What follows belongs to an exercise in optimizing a design on an open flow for a short achievable clock period and few clock cycles; a production flow would make more cautious choices. Function was checked by simulation only, so behaviour that the tests miss may differ from the original. Power figures rest on the tool's default switching activity, not on a simulated workload.

<file path="flow/config.mk">
export PLATFORM = sky130hd
export DESIGN_NAME = Main_Controller
export DESIGN_NICKNAME = Main_Controller
export VERILOG_FILES = /design/flow/design.v
export SDC_FILE = /design/flow/constraint.sdc
export NUM_CORES = 4
export LEC_CHECK = 0
export CAP_MARGIN = 20
export CORE_MARGIN = 2
export CORE_UTILIZATION = 40
export PLACE_DENSITY = 0.6
export SLEW_MARGIN = 20
</file>
<file path="flow/constraint.sdc">
create_clock -name core_clock -period 9.0 [get_ports {clk}]
set_input_delay 1.8000 -clock core_clock [delete_from_list [all_inputs] [get_ports {clk}]]
set_output_delay 1.8000 -clock core_clock [all_outputs]
set_load 0.01 [all_outputs]
</file>
<file path="flow/design.v">
module ALU(
  input [31:0] A,
  input [31:0] B,
  input [31:0] Imm,
  input Hi_Imm, Lo_Imm,
  input [6:0] Op,                
  output [31:0] Result
);
  wire [31:0] C = {Hi_Imm ? Imm[31:16] : B[31:16], Lo_Imm ? Imm[15:0] : B[15:0]};
  wire [31:0] sum = A + C;
  wire [31:0] dif = A - B;
  wire lt = $signed(A) < $signed(C);
  assign Result = ({32{Op[0]}} & sum) |
                  ({32{Op[1]}} & dif) |
                  ({32{Op[2]}} & (A & C)) |
                  ({32{Op[3]}} & (A | C)) |
                  ({32{Op[4]}} & (A << B[4:0])) |
                  ({32{Op[5]}} & (A >> B[4:0])) |
                  ({32{Op[6]}} & {31'd0, lt});
endmodule
module Branching(
  input [31:0] A,
  input [31:0] B,
  input [5:0] Br,                
  output Taken
);
  wire eq = (A == B);
  wire lt = $signed(A) < $signed(B);
  wire gt = ~lt & ~eq;
  assign Taken = (Br[0] & eq) | (Br[1] & ~eq) | (Br[2] & gt) |
                 (Br[3] & ~lt) | (Br[4] & lt) | (Br[5] & ~gt);
endmodule
module Decode(
  input [31:0] Instruction,
  output Is_Jump,                
  output Is_Jr,
  output Reg_Write,
  output Rd_Dest,                
  output Is_Load,
  output Is_Store,
  output [5:0] Branch,           
  output [6:0] Alu_Op,           
  output [31:0] Imm,             
  output Hi_Imm,                 
  output Lo_Imm                  
);
  wire [5:0] op = Instruction[31:26];
  wire [5:0] func = Instruction[5:0];
  wire [15:0] imm = Instruction[15:0];
  wire rtype = (op == 6'd0);
  wire f_add  = rtype & (func == 6'd32 || func == 6'd33);
  wire f_sub  = rtype & (func == 6'd34 || func == 6'd35);
  wire f_and  = rtype & (func == 6'd36);
  wire f_or   = rtype & (func == 6'd37);
  wire f_sll  = rtype & (func == 6'd0);
  wire f_srl  = rtype & (func == 6'd2);
  wire f_slt  = rtype & (func == 6'd42);
  wire f_jr   = rtype & (func == 6'd8);
  wire o_addi  = (op == 6'd8);
  wire o_addiu = (op == 6'd9);
  wire o_slti  = (op == 6'd10);
  wire o_andi  = (op == 6'd12);
  wire o_ori   = (op == 6'd13);
  wire o_lw    = (op == 6'd35);
  wire o_sw    = (op == 6'd43);
  assign Is_Jump = (op == 6'd2) | (op == 6'd3);
  assign Is_Jr = f_jr;
  assign Is_Load = o_lw;
  assign Is_Store = o_sw;
  assign Rd_Dest = rtype;
  assign Reg_Write = f_add | f_sub | f_and | f_or | f_sll | f_srl | f_slt |
                     o_addi | o_addiu | o_slti | o_andi | o_ori | o_lw;
  assign Branch = {op == 6'd21, op == 6'd25, op == 6'd24, op == 6'd7, op == 6'd5, op == 6'd4};
  assign Alu_Op = {f_slt | o_slti, f_srl, f_sll, f_or | o_ori, f_and | o_andi, f_sub,
                   f_add | o_addi | o_addiu};
  assign Imm = {{16{imm[15] & ~(o_addiu | o_slti)}}, imm};
  assign Hi_Imm = o_addi | o_addiu | o_slti | o_andi | o_ori;
  assign Lo_Imm = o_addi | o_addiu | o_slti;
endmodule
module Store_Load(
  input reset,
  input [31:0] A,
  input [31:0] B,
  input [9:0] Offset,
  input Is_Store,
  input Is_Load,
  input [31:0] Alu_Result,
  output [31:0] Result,
  output [9:0] Mem_Address,
  output Mem_Write,
  output [31:0] Mem_Write_Data,
  input [31:0] Mem_Read_Data
);
  assign Mem_Address = A[9:0] + Offset;
  assign Mem_Write = Is_Store & ~reset;
  assign Mem_Write_Data = B;
  assign Result = Is_Load ? Mem_Read_Data : Alu_Result;
endmodule
module Main_Controller(
  input clk, reset,
  output [9:0] imem_addr,        
  input [31:0] imem_data,        
  output [9:0] dmem_addr,        
  output dmem_we,                
  output [31:0] dmem_wdata,      
  input [31:0] dmem_rdata        
);
  reg [31:0] Register_Data [31:0];
  reg [9:0] PC;                  
  reg [31:0] e_a, e_b;           
  reg [31:0] e_imm;              
  reg e_hi_imm, e_lo_imm;        
  reg [9:0] e_off;               
  reg [4:0] e_rd;
  reg e_we, e_lw, e_sw, e_jr;
  reg [5:0] e_br;                
  reg [6:0] e_op;                
  reg [9:0] e_tgt, e_tgt1;       
  wire [31:0] alu_out;
  ALU I3(
    .A(e_a), .B(e_b), .Imm(e_imm), .Hi_Imm(e_hi_imm), .Lo_Imm(e_lo_imm),
    .Op(e_op), .Result(alu_out)
  );
  wire taken;
  Branching I4(.A(e_a), .B(e_b), .Br(e_br), .Taken(taken));
  wire [31:0] wb_data;
  Store_Load I5(
    .reset(reset), .A(e_a), .B(e_b), .Offset(e_off), .Is_Store(e_sw), .Is_Load(e_lw),
    .Alu_Result(alu_out), .Result(wb_data),
    .Mem_Address(dmem_addr), .Mem_Write(dmem_we), .Mem_Write_Data(dmem_wdata),
    .Mem_Read_Data(dmem_rdata)
  );
  wire redirect = taken | e_jr;
  wire [9:0] red_tgt  = e_jr ? e_a[9:0] : e_tgt;
  wire [9:0] red_tgt1 = e_jr ? e_a[9:0] + 10'd1 : e_tgt1;
  wire [9:0] fetch  = redirect ? red_tgt : PC;
  wire [9:0] fetch1 = redirect ? red_tgt1 : PC + 10'd1;
  assign imem_addr = fetch;
  wire [31:0] I = imem_data;
  wire [4:0] rs = I[25:21], rt = I[20:16], rd = I[15:11];
  wire d_j, d_jr, d_we, d_lw, d_sw, d_rdst, d_hi_imm, d_lo_imm;
  wire [5:0] d_br;
  wire [6:0] d_op;
  wire [31:0] d_imm;
  Decode I2(
    .Instruction(I), .Is_Jump(d_j), .Is_Jr(d_jr), .Reg_Write(d_we), .Rd_Dest(d_rdst),
    .Is_Load(d_lw), .Is_Store(d_sw), .Branch(d_br), .Alu_Op(d_op),
    .Imm(d_imm), .Hi_Imm(d_hi_imm), .Lo_Imm(d_lo_imm)
  );
  wire [31:0] rf_a = (e_we && e_rd == rs) ? wb_data : Register_Data[rs];
  wire [31:0] rf_b = (e_we && e_rd == rt) ? wb_data : Register_Data[rt];
  integer i;
  always @(posedge clk) begin
    if (reset) begin
      PC <= 10'd0;
      for (i = 0; i < 32; i = i + 1)
        Register_Data[i] <= 32'd0;
      e_we <= 1'b0;
      e_lw <= 1'b0;
      e_sw <= 1'b0;
      e_jr <= 1'b0;
      e_br <= 6'd0;
    end else begin
      if (e_we)
        Register_Data[e_rd] <= wb_data;
      PC <= d_j ? I[9:0] : fetch1;
      e_we <= d_we;
      e_lw <= d_lw;
      e_sw <= d_sw;
      e_jr <= d_jr;
      e_br <= d_br;
    end
    e_a <= rf_a;
    e_b <= rf_b;
    e_imm <= d_imm;
    e_hi_imm <= d_hi_imm;
    e_lo_imm <= d_lo_imm;
    e_off <= I[9:0];
    e_rd <= d_rdst ? rd : rt;
    e_op <= d_op;
    e_tgt <= fetch1 + I[9:0];
    e_tgt1 <= fetch1 + I[9:0] + 10'd1;
  end
endmodule
</file>
<file path="flow/run.sh">
#!/bin/bash
# synth_recipe.tcl (not shown) runs the flow's synth.tcl, then flattens the netlist and writes it again
# the make line also repeats each setting of config.mk as NAME=value (left out here)
make -C /OpenROAD-flow-scripts/flow DESIGN_CONFIG=/design/flow/config.mk WORK_HOME=/design/flow/orfs CLKGATE_MAP_FILE= SYNTH_SCRIPT=/design/flow/synth_recipe.tcl finish
</file>
==> results of run 1 <==
==> final cells by class <==
type	count	area, um2
Multi-Input combinational cell	3451	31700
Fill cell	15100	92400
Inverter	145	544
Clock inverter	76	1000
Timing Repair Buffer	257	2370
Tap cell	2204	2760
Antenna cell	1	2.50
Clock buffer	148	3120
Sequential cell	1159	33500
==> metal layers <==
| layer | vias to the layer above | track usage (%) | wire length [um] |
|---|---|---|---|
| li1 | 19700 | - | - |
| met1 | 24400 | 36.3 | 90300 |
| met5 | - | 0 | 85 |
| met4 | 12 | 11.7 | 11900 |
| met3 | 583 | 6.47 | 26100 |
| met2 | 2854 | 44.9 | 115000 |
==> metrics by stage <==
stage	worst slack (ns)	std cells	total power, mW	instance area [um2]	utilization [%]
after floorplan	3.53	5235	8.25	67600	-
after global placement	2.11	7213	9.32	70800	42.3
after detailed placement	2.10	7213	9.33	70800	42.3
after CTS	1.25	7437	14.6	74900	44.7
after global routing	1.03	7440	15.0	75000	44.8
final	1.24	7441	14.6	75000	44.8
==> where the power goes <==
group	switching (mW)	internal, mW	total, mW
clock	2.27	3.04	5.31
combinational	1.80	1.19	2.99
sequential	0.207	6.07	6.28
==> flip-flops by register name, indices dropped and copies added (netlist names), 5 cells and up <==
register       cells
e_b               32
Register_Data   1024
e_a               32
e_rd               5
e_op               7
e_imm              8
e_tgt             10
e_off              9
e_br               6
PC                10
e_tgt1            10
==> worst min-delay path, stage by stage (launching register included) <==
cell      delay, ns
dfxtp_1        0.32
a211oi_1       0.07
a21oi_1        0.17
a21o_1         0.13
==> how the worst max path moves through the flow <==
stage                         startpoint            to  cells past startpoint
final                     e_b[1]$_DFF_P_  imem_addr[0]                     11
after global routing      e_b[1]$_DFF_P_  imem_addr[0]                     11
after CTS                 e_b[1]$_DFF_P_  imem_addr[0]                     11
after detailed placement  e_b[1]$_DFF_P_  imem_addr[0]                     11
after global placement    e_b[1]$_DFF_P_  imem_addr[0]                     11
after floorplan           e_b[2]$_DFF_P_  imem_addr[0]                     13
==> cells in the final DEF (no fill, tap or decap), types with 45 or more instances in the layout <==
cell type,instances
nor3_1,71
nor2b_1,77
mux2i_1,66
nand2_1,162
nor2_1,1121
xnor2_1,62
edfxtp_1,1024
nand3_1,45
a21oi_1,213
a211oi_1,88
inv_1,140
dfxtp_1,131
buf_4,132
mux4_2,683
o21ai_0,134
clkbuf_16,119
ha_1,180
clkdlybuf4s50_1,107
==> cell families after synthesis <==
group | after synthesis | share of synthesized area (%)
simple gates | 1686 | 10.6
fa+ha+maj | 184 | 3.45
mux | 783 | 24.4
buf+inv | 625 | 3.95
flops | 1159 | 49.5
xor+xnor | 94 | 1.22
compound gates | 704 | 6.82
==> results.txt, run 1 <==
Place
Summed over all nets, the half-perimeter wirelength after detailed placement is between 150,000 and 200,000 um. The number of buffers added on ports is around 120. The final RePlAce weighted congestion is just under 1.

Worst setup path
The worst register-to-register path has a depth of 20. The reg-to-reg critical path endpoint is e_tgt1[9]$_DFF_P_. The critical path data arrival time is just under 6 ns. Data on the critical path is required at its endpoint by approximately 7.2 ns. The worst-path cell with the longest stage delay is dfxtp_4.

On the worst path, the slowest cell contributes a delay of approximately 0.72 ns. The kind of cell with the highest combined delay on the critical path is buffers and inverters. In this run the worst path has a maximum fanout of just over 40. The category of the critical setup timing path is flip-flop to primary output. Across all register-to-register paths, the minimum setup slack is approximately 2.2 ns.

Traced cell by cell, the critical path runs through inv_1, fa_1, a211oi_2, nor3_1, nor2_1, o221ai_1, a31oi_1, mux2i_4, buf_4, mux2_2, clkdlybuf4s50_1. STA classifies the critical path endpoint as a primary output. The sum of buffers and inverters on the critical path is 3.

The type of element launching the critical path is a flip-flop. The startpoint of the worst register-to-register path is e_b[1]$_DFF_P_.

Cells and area
The number of nets in the layout is between 5,000 and 6,000. Cells with a size suffix above 1 make up 22.6% of the layout. From synthesis to final layout, the design area changed by 11.0%.

Worst hold path
In this run the most critical hold path is launched from e_tgt1[6]$_DFF_P_. The worst-case hold path end point is PC[6]$_SDFF_PP0_. The cell count of the worst hold path is 3.

In this run the worst hold path is classified as flip-flop to flip-flop.

Route
The routed wire length is around 240,000 um. Once detail routing completed, the nets flagged for antenna violations numbered 0. In this run, the number of DRC markers left after iteration 0 of detailed routing was between 6,000 and 7,000. Detailed routing inserted a total of 47,500 vias. The wire length per cell is 32.6 um. The vias per cell is about 6.4. After detailed routing, the number of remaining DRC violations is 0. The first detailed-routing pass took 5 iterations.

Synth
The total nets after synthesis is between 5,000 and 6,000. In this run the biggest area consumer among cell types represents roughly 46% of the synthesized area. After synthesis, the share of flip-flops with an asynchronous set or reset is 0%. The number of register bits inferred by synthesis is 1,159. Ranked by total cell area, the synthesized netlist is headed by edfxtp_1, mux4_2, nor2_1.

The sequential area share after synthesis is 49.5%. The post-synthesis instance area is ~0.068 mm2. The post-synthesis cell type count is 94. Yosys mapped a number of flops with a built-in enable equal to ~1,000. After technology mapping, the gate count stands at between 5,000 and 6,000. The number of warning messages in the yosys log is 1.

The average cell area after synthesis is 12.9 um2. The most numerous cell in the Yosys netlist is nor2_1. The cell type with the largest total area after synthesis is edfxtp_1. By count the netlist is led by nor2_1, edfxtp_1, mux4_2, clkbuf_1, a21oi_1. For this run, the leading register cell type out of synthesis is edfxtp_1.

Clocking
In this run, post-CTS repair resized a total of 0 instances. The post-cts hold buffer count is 0. Clock-pin slew was measured on the worst setup and hold paths at roughly 0.080 ns. The maximum clock insertion buffer count is 3. TritonCTS built the clock tree. The tree built by TritonCTS fans out to ~1,200 sinks.

In this run, CTS created clock tree buffers numbering between 100 and 150. The tree is rooted in a clkbuf_16. CTS built an H-tree with a depth of 3. The latest clock arrival within the worst-skew pair is around 0.80 ns. The number of setup buffers added after CTS is 0.

Job
Max-cap violations in this run came to 0.

Floorplanning
Once the floorplan was initialized, standard cells occupied 40.4% of the core. After floorplanning, the core was sized to cover between 0.15 and 0.2 mm2. The I/O pin total is around 120.

The width of the die is approximately 410 um. Measured along the y axis, the die boundary spans about 410 um. The die area is approximately 0.17 mm2. The number of placement rows is 150.

STA
Setup violations remaining at the end of the flow were counted as 0. The final hold violation count is 0. The max-slew violation count is 0. The worst path in the final design needs a cycle of 7.76 ns, including I/O delays and setup.

Based on the critical path, the design can be clocked at up to ~130 MHz. Dividing the final minimum period by the clock period gives between 80 and 90%. Setup repair after global routing left no endpoint under its margin. The worst slew margin relative to its limit is between 20% and 30%. For the pin with the worst max-slew slack, the measured transition is about 1.1 ns.

Hold is met by roughly 0.71 ns. The clock arrives with approximately 0.11 ns of skew. The final setup TNS is 0 ns.

Power
The power per cell area is 194 mW/mm2. The leakage power total is roughly 25 nW. The maximum vdd drop is 0.176 mV.

Global routing
The via count of the first global-routing pass is 47,100. The first-pass GRT wire length is between 300,000 and 400,000 um. The initial antenna violation count came to 19. The total congestion overflow is 0.

The largest net degree at the start of global routing is 96. The global-route usage over all layers is between 20% and 30%.

Run status
The run finished with no timing, DRC or antenna violations.
Testbench counts, summed over its fixed seeds: cycles 64,001.
==> run 2: changes to the inputs <==
--- a/flow/design.v
+++ b/flow/design.v
@@ -23,5 +23,7 @@
   input [31:0] B,
   input [5:0] Br,                
-  output Taken
+  input Pred,                    
+  output Taken,
+  output Mispredict
 );
   wire eq = (A == B);
@@ -30,4 +32,5 @@
   assign Taken = (Br[0] & eq) | (Br[1] & ~eq) | (Br[2] & gt) |
                  (Br[3] & ~lt) | (Br[4] & lt) | (Br[5] & ~gt);
+  assign Mispredict = (|Br) & (Taken ^ Pred);
 endmodule
 module Decode(
@@ -108,4 +111,12 @@
   reg [31:0] Register_Data [31:0];
   reg [9:0] PC;                  
+  reg        pt_v   [0:63];
+  reg [3:0]  pt_tag [0:63];
+  reg        pt_j   [0:63];      
+  reg [5:0]  pt_br  [0:63];
+  reg [4:0]  pt_rs  [0:63];
+  reg [4:0]  pt_rt  [0:63];
+  reg [9:0]  pt_tgt [0:63];
+  reg [1:0]  cnt    [0:63];
   reg [31:0] e_a, e_b;           
   reg [31:0] e_imm;              
@@ -116,5 +127,12 @@
   reg [5:0] e_br;                
   reg [6:0] e_op;                
-  reg [9:0] e_tgt, e_tgt1;       
+  reg e_pred;                    
+  reg [9:0] e_alt;               
+  reg [9:0] e_pc;
+  reg [5:0] p_br;
+  reg [4:0] p_rs, p_rt;
+  reg p_pred;
+  reg [9:0] p_alt;
+  reg [9:0] p_pc;
   wire [31:0] alu_out;
   ALU I3(
@@ -122,6 +140,6 @@
     .Op(e_op), .Result(alu_out)
   );
-  wire taken;
-  Branching I4(.A(e_a), .B(e_b), .Br(e_br), .Taken(taken));
+  wire e_taken, e_mis;
+  Branching I4(.A(e_a), .B(e_b), .Br(e_br), .Pred(e_pred), .Taken(e_taken), .Mispredict(e_mis));
   wire [31:0] wb_data;
   Store_Load I5(
@@ -131,10 +149,11 @@
     .Mem_Read_Data(dmem_rdata)
   );
-  wire redirect = taken | e_jr;
-  wire [9:0] red_tgt  = e_jr ? e_a[9:0] : e_tgt;
-  wire [9:0] red_tgt1 = e_jr ? e_a[9:0] + 10'd1 : e_tgt1;
-  wire [9:0] fetch  = redirect ? red_tgt : PC;
-  wire [9:0] fetch1 = redirect ? red_tgt1 : PC + 10'd1;
-  assign imem_addr = fetch;
+  wire [31:0] p_a = (e_we && e_rd == p_rs) ? wb_data : Register_Data[p_rs];
+  wire [31:0] p_b = (e_we && e_rd == p_rt) ? wb_data : Register_Data[p_rt];
+  wire p_taken, p_mis;
+  Branching I6(.A(p_a), .B(p_b), .Br(p_br), .Pred(p_pred), .Taken(p_taken), .Mispredict(p_mis));
+  wire squash = e_mis | e_jr | p_mis;
+  wire [9:0] alt = e_mis ? e_alt : e_jr ? e_a[9:0] : p_alt;
+  assign imem_addr = PC;
   wire [31:0] I = imem_data;
   wire [4:0] rs = I[25:21], rt = I[20:16], rd = I[15:11];
@@ -148,6 +167,31 @@
     .Imm(d_imm), .Hi_Imm(d_hi_imm), .Lo_Imm(d_lo_imm)
   );
+  wire d_isbr = |d_br;
+  wire d_ctl = d_j | d_jr | d_isbr;
   wire [31:0] rf_a = (e_we && e_rd == rs) ? wb_data : Register_Data[rs];
   wire [31:0] rf_b = (e_we && e_rd == rt) ? wb_data : Register_Data[rt];
+  wire [9:0] pc1 = PC + 10'd1;
+  wire [9:0] pc2 = PC + 10'd2;
+  wire [9:0] pcm1 = PC - 10'd1;
+  wire [9:0] d_tgt = pc1 + I[9:0];           
+  wire d_pred = cnt[PC[5:0]][1];
+  wire [5:0] ti = PC[5:0];
+  wire t_hit = pt_v[ti] && pt_tag[ti] == PC[9:6];
+  wire f_pred = cnt[pc1[5:0]][1];
+  wire fold_j  = t_hit & pt_j[ti] & ~d_ctl;
+  wire fold_br = t_hit & ~pt_j[ti] & ~d_ctl;
+  reg [9:0] npc;
+  always @(*) begin
+    if (squash)                   npc = alt;
+    else if (d_j)                 npc = I[9:0];
+    else if (d_isbr)              npc = d_pred ? d_tgt : pc1;
+    else if (fold_j)              npc = pt_tgt[ti];
+    else if (fold_br)             npc = f_pred ? pt_tgt[ti] : pc2;
+    else                          npc = pc1;
+  end
+  wire r_br = (|e_br) | (|p_br);
+  wire r_taken = (|e_br) ? e_taken : p_taken;
+  wire [5:0] r_idx = (|e_br) ? e_pc[5:0] : p_pc[5:0];
+  wire [1:0] r_cnt = cnt[r_idx];
   integer i;
   always @(posedge clk) begin
@@ -156,4 +200,8 @@
       for (i = 0; i < 32; i = i + 1)
         Register_Data[i] <= 32'd0;
+      for (i = 0; i < 64; i = i + 1) begin
+        pt_v[i] <= 1'b0;
+        cnt[i] <= 2'b01;
+      end
       e_we <= 1'b0;
       e_lw <= 1'b0;
@@ -161,13 +209,30 @@
       e_jr <= 1'b0;
       e_br <= 6'd0;
+      p_br <= 6'd0;
     end else begin
       if (e_we)
         Register_Data[e_rd] <= wb_data;
-      PC <= d_j ? I[9:0] : fetch1;
-      e_we <= d_we;
-      e_lw <= d_lw;
-      e_sw <= d_sw;
-      e_jr <= d_jr;
-      e_br <= d_br;
+      PC <= npc;
+      e_we <= d_we & ~squash;
+      e_lw <= d_lw & ~squash;
+      e_sw <= d_sw & ~squash;
+      e_jr <= d_jr & ~squash;
+      e_br <= squash ? 6'd0 : d_br;
+      p_br <= (fold_br & ~squash) ? pt_br[ti] : 6'd0;
+      if (d_j | d_isbr) begin
+        pt_v[pcm1[5:0]] <= 1'b1;
+        pt_tag[pcm1[5:0]] <= pcm1[9:6];
+        pt_j[pcm1[5:0]] <= d_j;
+        pt_br[pcm1[5:0]] <= d_br;
+        pt_rs[pcm1[5:0]] <= rs;
+        pt_rt[pcm1[5:0]] <= rt;
+        pt_tgt[pcm1[5:0]] <= d_j ? I[9:0] : d_tgt;
+      end
+      if (r_br) begin
+        if (r_taken)
+          cnt[r_idx] <= (r_cnt == 2'b11) ? 2'b11 : r_cnt + 2'b01;
+        else
+          cnt[r_idx] <= (r_cnt == 2'b00) ? 2'b00 : r_cnt - 2'b01;
+      end
     end
     e_a <= rf_a;
@@ -179,6 +244,12 @@
     e_rd <= d_rdst ? rd : rt;
     e_op <= d_op;
-    e_tgt <= fetch1 + I[9:0];
-    e_tgt1 <= fetch1 + I[9:0] + 10'd1;
+    e_pred <= d_pred;
+    e_alt <= d_pred ? pc1 : d_tgt;
+    e_pc <= PC;
+    p_rs <= pt_rs[ti];
+    p_rt <= pt_rt[ti];
+    p_pred <= f_pred;
+    p_alt <= f_pred ? pc2 : pt_tgt[ti];
+    p_pc <= pc1;
   end
 endmodule
--- a/flow/config.mk
+++ b/flow/config.mk
@@ -6,7 +6,10 @@
 export NUM_CORES = 4
 export LEC_CHECK = 0
+export ABC_CLOCK_PERIOD_IN_PS = 3500
 export CAP_MARGIN = 20
 export CORE_MARGIN = 2
 export CORE_UTILIZATION = 40
 export PLACE_DENSITY = 0.6
+export SETUP_SLACK_MARGIN = 5
 export SLEW_MARGIN = 20
+export TNS_END_PERCENT = 100
==> results.txt, run 2 <==
Route
The routed wire length is 648,000 um (+170%). The vias per cell was 6.73 (+5.4%). The DRC violation total after the first TritonRoute iteration is 17,800 (+200%). The final antenna-violating net count is 0 (unchanged). The total via count after detailed routing came to 112,000 (+140%). The wire length per cell was 38.9 um (+19%). The detailed-router iteration count before antenna repair is 8 (+3). The number of remaining DRC errors is 0 (unchanged).

STA
The post-route minimum period was 7.04 ns (-0.718 ns). The worst slew margin relative to its limit is 7.11% (-17 points). The peak clock frequency supported by timing was 142 MHz (+10%). The final hold violation count is 0 (unchanged).

Setup repair after global routing could not meet its margin everywhere. The final setup TNS is 0 ns (unchanged). The worst-case hold slack is 0.471 ns (-0.242 ns).

The worst clock skew is 0.0783 ns (-0.0298 ns). The actual slew at the worst max-slew pin is 1.39 ns (+0.282 ns). The setup-violating endpoint count in the final report is 0 (unchanged).

The max-slew violation count was 0 (unchanged). The share of the clock period used by the worst path came to 78.3% (-8.0 points).

Worst setup path
The number of cells on the worst reg-to-reg path is 17 (-15%). Traced cell by cell, the critical path runs through buf_12, mux4_2, mux4_2, mux2i_1, mux2_2, ha_1, nand4_1, buf_4, nor2_1, a2bb2oi_1, a31oi_4, o221a_2, or2_4, and4_4, or4_4, or4_4, nor2b_2. The reg-to-reg critical path endpoint is p_br[5]$_SDFF_PP0_.

On the critical path the largest part of the delay comes from multiplexers. The critical-path maximum fanout came to 27 (-34%). The worst setup path is captured at a flip-flop. The worst setup path is launched from a flip-flop. The data required time of the worst path is 9.90 ns (+2.70 ns). By startpoint and endpoint, the worst setup path is classified as flip-flop to flip-flop. The flop-to-flop setup slack was 1.96 ns (-0.21 ns). Among all stages on the critical path, the largest delay is contributed by dfxtp_4. The worst register-to-register path begins at p_rt[0]$_DFF_P_. The delay of the slowest cell on the worst path came to 0.89 ns (+0.17 ns).

The sum of buffers and inverters on the critical path was 2 (-1). The critical path data arrival time came to 7.94 ns (+1.98 ns).

Clocking
In this run the clock root is driven by a clkbuf_16. The register clock-pin slew on the reported worst setup and hold paths is 0.06 ns (-0.02 ns). TritonCTS built the clock tree.

The maximum clock insertion buffer count is 4 (+1). The TritonCTS buffer count came to 354 (+200%). The clock sink total was 3,365 (+190%). The latest clock arrival within the worst-skew pair came to 1.00 ns (+0.20 ns).

The post-cts hold buffer count came to 0 (unchanged). The H-tree level count was 5 (+2).

Global routing
The largest net degree at the start of global routing was 95 (-1.0%). The global-route usage over all layers is 29.3% (+1.4 points). The via count of the first global-routing pass was 109,000 (+130%).

The first-pass GRT wire length is 886,000 um (+160%). The initial antenna violation count is 58 (+39). The total congestion overflow is 0 (unchanged).

Cells and area
Relative to the synthesized area, the layout overhead comes to 17.4%. The register with the most flip-flops is Register_Data. The number of fill cells in the layout is 35,700 (+140%). The final cell count without fillers was 16,700 (+120%). The fraction of final layout cells sized beyond drive strength 1 is 36.8% (+14 points). The number of flip-flops under the largest register name is 1,024 (unchanged). Leaving out fill and tap cells, the most frequent cell in the layout is edfxtp_1. The design area came to 0.200 mm2 (+170%).

Leaving out fill and tap cells, the most frequent cells in the layout are edfxtp_1, mux4_2, nor2_1. The number of nets in the layout is 10,900 (+100%).

Synth
The area share of the largest cell type after synthesis is 55.3% (+9.7 points). By count the netlist is led by edfxtp_1, mux4_2, nor2_1, clkbuf_1, nand2_1. The post-synthesis cell count is 10,300 (+97%). The sequential area share after synthesis was 57.9% (+8.4 points). The share of async-settable or async-resettable flops after synthesis is 0% (unchanged). The number of register bits inferred by synthesis is 3,365 (+190%). The post-synthesis instance area is 0.170 mm2 (+150%). The cell type with the largest total area after synthesis is edfxtp_1. The number of warning messages in the yosys log is 1 (unchanged). The most used flip-flop cell after synthesis is edfxtp_1.

The average cell area after synthesis is 16.5 um2 (+28%). Ranked by total cell area, the synthesized netlist is headed by edfxtp_1, mux4_2, nor2_1. The count of flip-flops with a built-in enable after synthesis is 3,136 (+210%). The post-synthesis cell type count came to 93 (-1.1%). The total nets after synthesis is 10,600 (+93%). Among all cell types in the netlist, the one instantiated most often is edfxtp_1.

Place
The final RePlAce weighted congestion is 0.956 (-0.57%). The post-place instance area was 0.180 mm2 (+150%). The number of placed instances, taps included is 15,600 (+120%). The number of buffers added on ports was 118 (unchanged). The HPWL after detailed placement is 371,000 um (+140%).

Job
The number of maximum-capacitance violations was 0 (unchanged).

Floorplanning
The initial standard-cell utilization of the core is 40.2% (-0.16 points). The number of placement rows is 239 (+59%). The chip height is 657 um (+58%). The die area is 0.431 mm2 (+150%). The I/O pin total was 119 (unchanged). The core area is 0.424 mm2 (+150%). The width of the die is 657 um (+58%).

Worst hold path
The cell count of the worst hold path is 2 (-1). The worst min-delay path startpoint is pt_v[18]$_DFF_P_. The kind of path behind the tightest hold check is flip-flop to flip-flop.

The path with the worst hold slack has its endpoint at pt_v[18]$_DFF_P_.

Run status
The run finished with no timing, DRC or antenna violations.

Power
The maximum vdd drop is 0.233 mV (+33%). The leakage power total is 63.8 nW (+150%). The total power after layout is 57.3 mW (+290%). The power per cell area is 286 mW/mm2 (+47%).
[run 2: cell types whose count changed in the layout (fill, tap and decap cells not counted), sizes merged, moves of 94 or more]
cell,previous run,this run
buf,150,704
clkbuf,148,486
dfxtp,135,229
edfxtp,1024,3136
inv,144,242
mux4,687,1998
nand2,194,352
nor2,1146,1406
[run 2: final cells by class]
type                            count  area (um2)  share of cell area (%)
Tap cell                         5663        7090                    3.54
Inverter                          230         927                   0.463
Antenna cell                       52         130                  0.0650
Timing Repair Buffer              843        9980                    4.99
Multi-Input combinational cell   5870       71700                    35.8
Clock buffer                      460        9500                    4.74
Clock inverter                    181        1930                   0.966
Sequential cell                  3365       98900                    49.4
[run 2: report_power, final]
part	leakage [nW]	total, mW	switching (mW)	internal (mW)
sequential	31.3	19.4	0.878	18.5
clock	5.57	14.8	6.36	8.44
combinational	26.8	23.1	13.2	9.95
total	63.8	57.3	20.4	36.9
[run 2: logic make-up after synthesis]
kind of cell	after synthesis	synth area share (%)
AOI/OAI and AO/OA	1039	3.97
muxes	2202	27.6
DFF	3365	57.9
xor gates and xnor gates	116	0.596
and+or+nand+nor	2305	5.85
buffers and inverters	1121	2.57
adders and majority gates	190	1.41
[run 2: timing repair]
item,CTS,global route
gates cloned,52,27
setup endpoints to repair,3981,2307
gates resized for setup,559,452
setup buffers,209,66
pin swaps,104,99
[run 2: how the worst max path moves through the flow]
stage               slack [ns]  cells after the start             start                       end
finish                    1.96                     17   p_rt[0]$_DFF_P_        p_br[5]$_SDFF_PP0_
global route              1.86                     29  e_lo_imm$_DFF_P_        p_br[5]$_SDFF_PP0_
CTS                       2.22                     32  e_lo_imm$_DFF_P_  cnt[37][1]$_SDFFCE_PN0P_
detailed placement        0.52                     28  e_lo_imm$_DFF_P_           e_lw$_SDFF_PP0_
global placement          0.67                     29  e_lo_imm$_DFF_P_  cnt[55][0]$_SDFFCE_PN1P_
floorplan                 2.15                     32    e_b[0]$_DFF_P_        p_br[0]$_SDFF_PP0_
[run 2: through the flow]
stage,worst slack [ns],utilization [%]
3_5_place_dp,0.518,42.5
4_1_cts,2.22,46.5
3_3_place_gp,0.666,42.5
6_report,1.96,47.2
2_1_floorplan,2.15,-
5_1_grt,1.86,47.2
[run 2: per-layer routing]
metal	up-vias	global-route usage (%)	wire length, um
li1	42700	-	-
met2	8791	43.6	287000
met3	1949	7.49	81700
met1	58700	38.5	229000
met5	-	0	151
met4	20	18.7	49500
[run 2: worst min-delay path, cell delays in order (launching register included)]
cell and delay, ns:
dfxtp_1 0.31, inv_1 0.04, o22ai_1 0.07
Testbench counts of run 2, summed over its fixed seeds: cycles 49,765.

-- re-timing with driven ports --
The flow's constraints put no driver on any port. The routed layouts listed below were extracted and timed again, unchanged, in two steps.
Step 1 assumes that a clkbuf_16 drives the clock port and a buf_2 every other input.
Step 2, shift: input delay + t, output delay - t, t = (earliest + latest rising clock arrival at the registers) / 2. This alone moves slack from input paths to output paths.
a / b / c = ideal ports / drivers / drivers and shift; a / b = the first two.
| run | t (ns) | slack for setup (ns) | worst setup path at the end | clock arrival spread, ns | worst data-port slew with drivers (ns) |
|---|---|---|---|---|---|
| run 1 | 0.825 | 1.239 / 1.154 / 1.979 | register to output | 0.110 / 0.111 | 0.06 |
| run 2 | 1.087 | 1.957 / 1.957 / 1.843 | input to register | 0.086 / 0.086 | 0.26 |
After both steps setup and hold are still met in every run listed. The setup slack of run 2, which loses most, moves by 0.000 ns with the drivers and by -0.114 ns with both steps.
